Context: an optimization exercise on an open-source flow, tuned for small area. The choices shown serve that exercise and are no tape-out recipe.
Where RTL was checked, it was by simulation tests only, not by an equivalence proof against the original.
No activity file was given, so power comes from the tool's default toggle rates.

==> 12-28: inputs <==
Design Pipeline, start of the top module:
module Pipeline(input clk, input rst, input [31:0] Inst, readData_Mem,
		output [31:0] adr_inst, adr_Mem, writeData_Mem,
		output memWrite, memRead);
export LEC_CHECK = 0
export CAP_MARGIN = 10
export CORE_MARGIN = 2
export CORE_UTILIZATION = 40
export PLACE_DENSITY = 0.6
export SLEW_MARGIN = 10
export SYNTH_HIERARCHICAL = 1
export SYNTH_MINIMUM_KEEP_SIZE = 0
create_clock -name core_clock -period 8.0 [get_ports {clk}]
standard.sh (not shown) runs the stock make flow with config.mk's settings and CLKGATE_MAP_FILE= SYNTH_SCRIPT=/design/flow/synth_recipe.tcl, a recipe that flattens the netlist after the stock synthesis.
==> flow/flow/run.sh <==
#!/bin/bash
# Layout flow: the standard synthesis unchanged, then the standard ORFS
# steps with these changes:
#  - port buffers are buf_1 instead of the resizer's default choice
#  - clock tree from clkbuf_8 buffers, without dummy loads


# Each step's full output goes to the ORFS logs under orfs/logs, and the
# output of each make call to a log file here.
set -uo pipefail
bash standard.sh synth > make_synth.log 2>&1 || exit 1
export BUFFER_PORTS_ARGS="-buffer_cell sky130_fd_sc_hd__buf_1"
export CTS_ARGS="-sink_clustering_enable -repair_clock_nets -dont_use_dummy_load -buf_list sky130_fd_sc_hd__clkbuf_8 -sink_clustering_size 16 -sink_clustering_max_diameter 80"

bash standard.sh MATCH_CELL_FOOTPRINT=0 finish > make_layout.log 2>&1 || exit 1
==> 01-05: changes against 12-28 <==
--- a/flow/design.v
+++ b/flow/design.v
@@ -243,29 +243,25 @@
 	wire e_wr = e_rw && e_dest != 5'd0;
 	wire e_jmp = e_j | e_jal;
 	wire [5:0] id_op = id_inst[31:26];
 	wire [4:0] id_rs = id_inst[25:21];
 	wire [4:0] id_rt = id_inst[20:16];
 	wire [31:0] rd1, rd2;
 	wire [31:0] mem_val;
 	reg [32*32-1:32] rf;
-	reg [31:1] rf_valid;
 	wire [31:1] sel1, sel2, rf_we;
 	genvar gi, gb;
 	generate
 		for (gi = 1; gi < 32; gi = gi + 1) begin : RSEL
-			assign sel1[gi] = rf_valid[gi] && id_rs == gi;
-			assign sel2[gi] = rf_valid[gi] && id_rt == gi;
-			assign rf_we[gi] = mem_wr && mem_dest == gi;
-			always @(posedge clk) begin
+			assign sel1[gi] = id_rs == gi;
+			assign sel2[gi] = id_rt == gi;
+			assign rf_we[gi] = rst || (mem_wr && mem_dest == gi);
+			always @(posedge clk)
 				if (rf_we[gi]) rf[32*gi +: 32] <= mem_val;
-				if (rst) rf_valid[gi] <= 1'b0;
-				else if (rf_we[gi]) rf_valid[gi] <= 1'b1;
-			end
 		end
 		for (gb = 0; gb < 32; gb = gb + 1) begin : RBIT
 			wire [31:1] col;
 			for (gi = 1; gi < 32; gi = gi + 1) begin : C
 				assign col[gi] = rf[32*gi + gb];
 			end
 			rf_rdbit r1(sel1, col, rd1[gb]);
 			rf_rdbit r2(sel2, col, rd2[gb]);
@@ -294,17 +290,17 @@
 	auxmux AX(ex_pc4, ex_rt, ex_imm, mem_alu, ex_rd2,
 		e_jal, e_lui, e_mflo, !(e_jal | e_lui | e_mflo | e_mfhi), e_mfhi & mem_hi, aux);
 	wire [31:2] pc_inc;
 	inc30 PI(pc, pc_inc);
 	wire [31:2] pc_next;
 	pcmux PM(ex_rd1[29:0], {ex_pc4[31:28], ex_imm[10:0], ex_rs, ex_rt, ex_imm[15:11]}, btarget, pc_inc,
 		!rst && e_jr, !rst && e_jmp, !rst && take && !e_jr && !e_jmp, !rst && !take && !e_jr && !e_jmp,
 		pc_next);
-	wbmux WM(readData_Mem, mem_alu, mem_aux, mem_rd, mem_isalu, !(mem_rd | mem_isalu), mem_val);
+	wbmux WM(readData_Mem, mem_alu, mem_aux, !rst && mem_rd, !rst && mem_isalu, !rst && !(mem_rd | mem_isalu), mem_val);
 	always @(posedge clk) begin
 		if (rst || !stall) pc <= pc_next;
 		if (rst || flush) id_inst <= 32'd0;
 		else if (!stall) id_inst <= Inst;
 		if (!stall) id_pc4 <= pc_inc;
 		ex_op <= (rst || stall) ? 6'd0 : id_op;
 		ex_rs <= id_rs;
 		ex_rt <= id_rt;
==> flow/flow/run.sh (replaced) <==
#!/bin/bash
# Layout flow: the standard synthesis unchanged, then the standard ORFS
# steps with these changes:
#  - port buffers are buf_1 instead of the resizer's default choice
#  - clock tree from clkbuf_8 buffers, without dummy loads
# Each step's full output goes to the ORFS logs under orfs/logs, and the
# output of each make call to a log file here.
set -uo pipefail
bash standard.sh synth > make_synth.log 2>&1 || exit 1
export BUFFER_PORTS_ARGS="-buffer_cell sky130_fd_sc_hd__buf_1"
export CTS_ARGS="-sink_clustering_enable -repair_clock_nets -dont_use_dummy_load -buf_list sky130_fd_sc_hd__clkbuf_8 -sink_clustering_size 14 -sink_clustering_max_diameter 60"
bash standard.sh MATCH_CELL_FOOTPRINT=0 finish > make_layout.log 2>&1 || exit 1
CORE_UTILIZATION = 55   (was 40)
PLACE_DENSITY = 0.7   (was 0.6)
==> notes <==
- Between 12-28 and 01-05, the lower critical path depth is in 01-05 (gap 1).
- Against 01-05, the synthesized area of 12-28 is larger by 1.7%.
- In 01-05 the final area is lower than in 12-28, by 1.7%.
- Of 01-05 and 12-28, 01-05 has the higher via count (gap 1.2%, measured against 12-28).
- Count of clock-buffer cells in the layout: 12-28 is lower than 01-05 (15).
- Between 12-28 and 01-05, the lower routed wire length is in 01-05 (gap about 6%, measured against 01-05).
- Against 01-05, the non-clock buffer count of 12-28 is higher by 2.
==> figures <==
Routed vias: 12-28 41160; 01-05 41650
Run status: 12-28 timing/DRC/antenna clean; 01-05 timing/DRC/antenna clean
Global routing met2 resource utilization: 12-28 44.46%; 01-05 58.12%
Met3 routed wirelength: 12-28 30230 um; 01-05 32540 um
Wire length of the first global-routing pass: 12-28 289200 um; 01-05 274800 um
Tmin final: 12-28 7.291 ns; 01-05 7.274 ns
Final period utilization: 12-28 91.14%; 01-05 90.92%
Reg area: 12-28 37660 um2; 01-05 37040 um2
Total power divided by cell area: 12-28 191.1 nW/um2; 01-05 248.8 nW/um2
Depth of the worst register-to-register path: 12-28 39; 01-05 38
Sum of routed wire length over all layers: 12-28 211200 um; 01-05 198800 um
Delay of the slowest cell on the worst path: 12-28 0.39 ns; 01-05 0.38 ns
Number of core rows: 12-28 135; 01-05 114
Final core occ: 12-28 44.20%; 01-05 60.90%
Comb power frac: 12-28 4.0%; 01-05 14.2%
The RTL of 12-28 was laid out without a check of its function.

---

==> trial 11: inputs <==
Another version of the RTL of Pipeline (not shown whole).
export LEC_CHECK = 0
export CAP_MARGIN = 10
export CORE_MARGIN = 2
export CORE_UTILIZATION = 55
export PLACE_DENSITY = 0.7
export SLEW_MARGIN = 10
export SYNTH_HIERARCHICAL = 1
export SYNTH_MINIMUM_KEEP_SIZE = 0
create_clock -name core_clock -period 8.0 [get_ports {clk}]
==> flow/flow/run.sh <==
#!/bin/bash
# Layout flow: the standard synthesis unchanged, then the standard ORFS
# steps with these changes:
#  - port buffers are buf_1 instead of the resizer's default choice
#  - clock tree from clkbuf_8 buffers, without dummy loads
# Each step's full output goes to the ORFS logs under orfs/logs, and the
# output of each make call to a log file here.
set -uo pipefail
bash standard.sh synth > make_synth.log 2>&1 || exit 1
export BUFFER_PORTS_ARGS="-buffer_cell sky130_fd_sc_hd__buf_1"
export CTS_ARGS="-sink_clustering_enable -repair_clock_nets -dont_use_dummy_load -buf_list sky130_fd_sc_hd__clkbuf_8 -sink_clustering_size 16 -sink_clustering_max_diameter 60"
bash standard.sh MATCH_CELL_FOOTPRINT=0 finish > make_layout.log 2>&1 || exit 1
==> trial 57 (differences from trial 11) <==
--- a/flow/design.v
+++ b/flow/design.v
@@ -53,52 +53,12 @@
 	wire p0, p1, p2;
 	nand4m c0(n[0], n[1], n[2], n[3], p0);
 	nand4m c1(n[4], n[5], n[6], n[7], p1);
 	nand3m c2(n[8], n[9], n[10], p2);
 	or3m c3(p0, p1, p2, y);
 endmodule
-module rdec(input [4:0] a, output [31:1] y);
-	wire [4:0] an;
-	wire [3:0] ph;       
-	wire [7:0] pl;       
-	genvar i;
-	generate for (i = 0; i < 5; i = i + 1) begin : I
-		invm iv(a[i], an[i]);
-	end endgenerate
-	nand2m h0(an[4], an[3], ph[0]);
-	nand2m h1(an[4], a[3], ph[1]);
-	nand2m h2(a[4], an[3], ph[2]);
-	nand2m h3(a[4], a[3], ph[3]);
-	generate for (i = 0; i < 8; i = i + 1) begin : L
-		nand3m l(((i >> 2) & 1) ? a[2] : an[2], ((i >> 1) & 1) ? a[1] : an[1], (i & 1) ? a[0] : an[0], pl[i]);
-	end endgenerate
-	generate for (i = 1; i < 32; i = i + 1) begin : Y
-		nor2m g(ph[i >> 3], pl[i & 7], y[i]);
-	end endgenerate
-endmodule
-module wdec(input [4:0] a, input we, rst, output [31:1] y);
-	wire [4:0] an;
-	wire rn;
-	wire [3:0] ph;       
-	wire [7:0] pl;       
-	genvar i;
-	generate for (i = 0; i < 5; i = i + 1) begin : I
-		invm iv(a[i], an[i]);
-	end endgenerate
-	invm ir(rst, rn);
-	nand3m h0(we, an[4], an[3], ph[0]);
-	nand3m h1(we, an[4], a[3], ph[1]);
-	nand3m h2(we, a[4], an[3], ph[2]);
-	nand3m h3(we, a[4], a[3], ph[3]);
-	generate for (i = 0; i < 8; i = i + 1) begin : L
-		nand3m l(((i >> 2) & 1) ? a[2] : an[2], ((i >> 1) & 1) ? a[1] : an[1], (i & 1) ? a[0] : an[0], pl[i]);
-	end endgenerate
-	generate for (i = 1; i < 32; i = i + 1) begin : Y
-		oai21 g(ph[i >> 3], pl[i & 7], rn, y[i]);
-	end endgenerate
-endmodule
 module ALU(input [31:0] wbv, mema, rd1, rd2, input [15:0] imm,
 		input sAw, sAm, sAr, sBw, sBm, sBi, sBr,
 		input sub, selS, selXo, selAo, selSlt, selLg,
 		output [31:0] lo, output hi);
 	wire [32:0] c;       
 	wire [31:0] px;      
@@ -286,18 +246,18 @@
 	wire [4:0] id_rs = id_inst[25:21];
 	wire [4:0] id_rt = id_inst[20:16];
 	wire [31:0] rd1, rd2;
 	wire [31:0] mem_val;
 	reg [32*32-1:32] rf;
 	wire [31:1] sel1, sel2, rf_we;
-	rdec D1(id_rs, sel1);
-	rdec D2(id_rt, sel2);
-	wdec DW(mem_dest, mem_wr, rst, rf_we);
 	genvar gi, gb;
 	generate
 		for (gi = 1; gi < 32; gi = gi + 1) begin : RSEL
+			assign sel1[gi] = id_rs == gi;
+			assign sel2[gi] = id_rt == gi;
+			assign rf_we[gi] = rst || (mem_wr && mem_dest == gi);
 			always @(posedge clk)
 				if (rf_we[gi]) rf[32*gi +: 32] <= mem_val;
 		end
 		for (gb = 0; gb < 32; gb = gb + 1) begin : RBIT
 			wire [31:1] col;
 			for (gi = 1; gi < 32; gi = gi + 1) begin : C
==> flow/flow/run.sh (replaced) <==
#!/bin/bash
# Layout flow: the standard synthesis unchanged, then the standard ORFS
# steps with these changes:
#  - port buffers are buf_1 instead of the resizer's default choice
#  - clock tree from clkbuf_8 buffers, without dummy loads
# Each step's full output goes to the ORFS logs under orfs/logs, and the
# output of each make call to a log file here.
set -uo pipefail
bash standard.sh synth > make_synth.log 2>&1 || exit 1
export BUFFER_PORTS_ARGS="-buffer_cell sky130_fd_sc_hd__buf_1"
export CTS_ARGS="-sink_clustering_enable -repair_clock_nets -dont_use_dummy_load -buf_list sky130_fd_sc_hd__clkbuf_8 -sink_clustering_size 16 -sink_clustering_max_diameter 80"
bash standard.sh MATCH_CELL_FOOTPRINT=0 finish > make_layout.log 2>&1 || exit 1
Settings changed: CORE_UTILIZATION 55 to 40, PLACE_DENSITY 0.7 to 0.6.
==> notes <==
Of trial 57 and trial 11, trial 57 has the higher worst setup slack (gap 0.11 ns).
Power is about the same in trial 57 and trial 11.
Trial 11 completed with no timing, DRC or antenna violations. Trial 57 went through all stages and came out clean.
Critical path depth is the same in trial 11 and trial 57.
Of trial 57 and trial 11, trial 11 has the higher count of clock-buffer cells in the layout (gap 5).
Against trial 57, the non-clock buffer count of trial 11 is lower by 34.
Between trial 57 and trial 11, the lower via count is in trial 11 (gap 1.5%, measured against trial 11).
Between trial 57 and trial 11, the lower area after synthesis is in trial 11 (gap 0.65%, measured against trial 11).
==> figures <==
Outcome: trial 11 timing/DRC/antenna clean; trial 57 timing/DRC/antenna clean
Internal reg-to-reg setup slack: trial 11 0.54 ns; trial 57 0.65 ns
Worst-Margin Slew: trial 11 1.28 ns; trial 57 1.31 ns
Startpoint of the lowest-slack register-to-register path: trial 11 ex_sBm; trial 57 ex_sBw
Slew HR: trial 11 14.7%; trial 57 12.6%
Worst hold slack: trial 11 0.366 ns; trial 57 0.323 ns
Core region area: trial 11 0.0953 mm²; trial 57 0.133 mm²
Power in the clock group: trial 11 3210 µW; trial 57 3190 µW
Routed via count divided by cell count: trial 11 7.88; trial 57 7.18
Leak Pwr: trial 11 0.0208 µW; trial 57 0.0210 µW
Routability-driven placement congestion ratio: trial 11 0.978; trial 57 0.938
Power density over the cells: trial 11 248 mW/mm²; trial 57 244 mW/mm²
Number of antenna repair diodes: trial 11 8; trial 57 5
CTS Buf Count: trial 11 99; trial 57 94
Portion of synthesized cell area occupied by the leading cell type: trial 11 59.5%; trial 57 59.1%
Final Instance Count excl. Fillers: trial 11 5217; trial 57 5813

[re-timing with driven ports]
The results above use ideal ports. As a check the final layouts listed here were re-extracted and re-timed, cells and wires unchanged. Step 1 (the two cells are an assumption about what drives the block):
set clk [get_ports {clk}]
set_driving_cell -lib_cell sky130_fd_sc_hd__clkbuf_16 $clk
set_driving_cell -lib_cell sky130_fd_sc_hd__buf_2 [delete_from_list [all_inputs] $clk]
Step 2 also shifts input and output timing later by t, the mid clock arrival at the registers, as if the neighbouring blocks saw the same clock. Slacks: ideal / step 1 / step 2; pairs: ideal / step 1.
| run | shift t [ns] | setup WS [ns] | worst hold slack (ns) | worst setup path at the end | clock arrival spread, ns |
|---|---|---|---|---|---|
| 12-28 | 0.861 | 0.709 / 0.709 / 0.709 | 0.391 / 0.391 / 0.391 | register to register | 0.122 / 0.122 |
| 01-05 | 0.857 | 0.726 / 0.726 / 0.726 | 0.381 / 0.381 / 0.381 | register to register | 0.092 / 0.092 |
| trial 11 | 0.855 | 0.538 / 0.538 / 0.538 | 0.366 / 0.366 / 0.366 | register to register | 0.129 / 0.130 |
| trial 57 | 0.856 | 0.649 / 0.649 / 0.649 | 0.323 / 0.323 / 0.323 | register to register | 0.115 / 0.115 |
After both steps setup and hold are still met in every run listed.
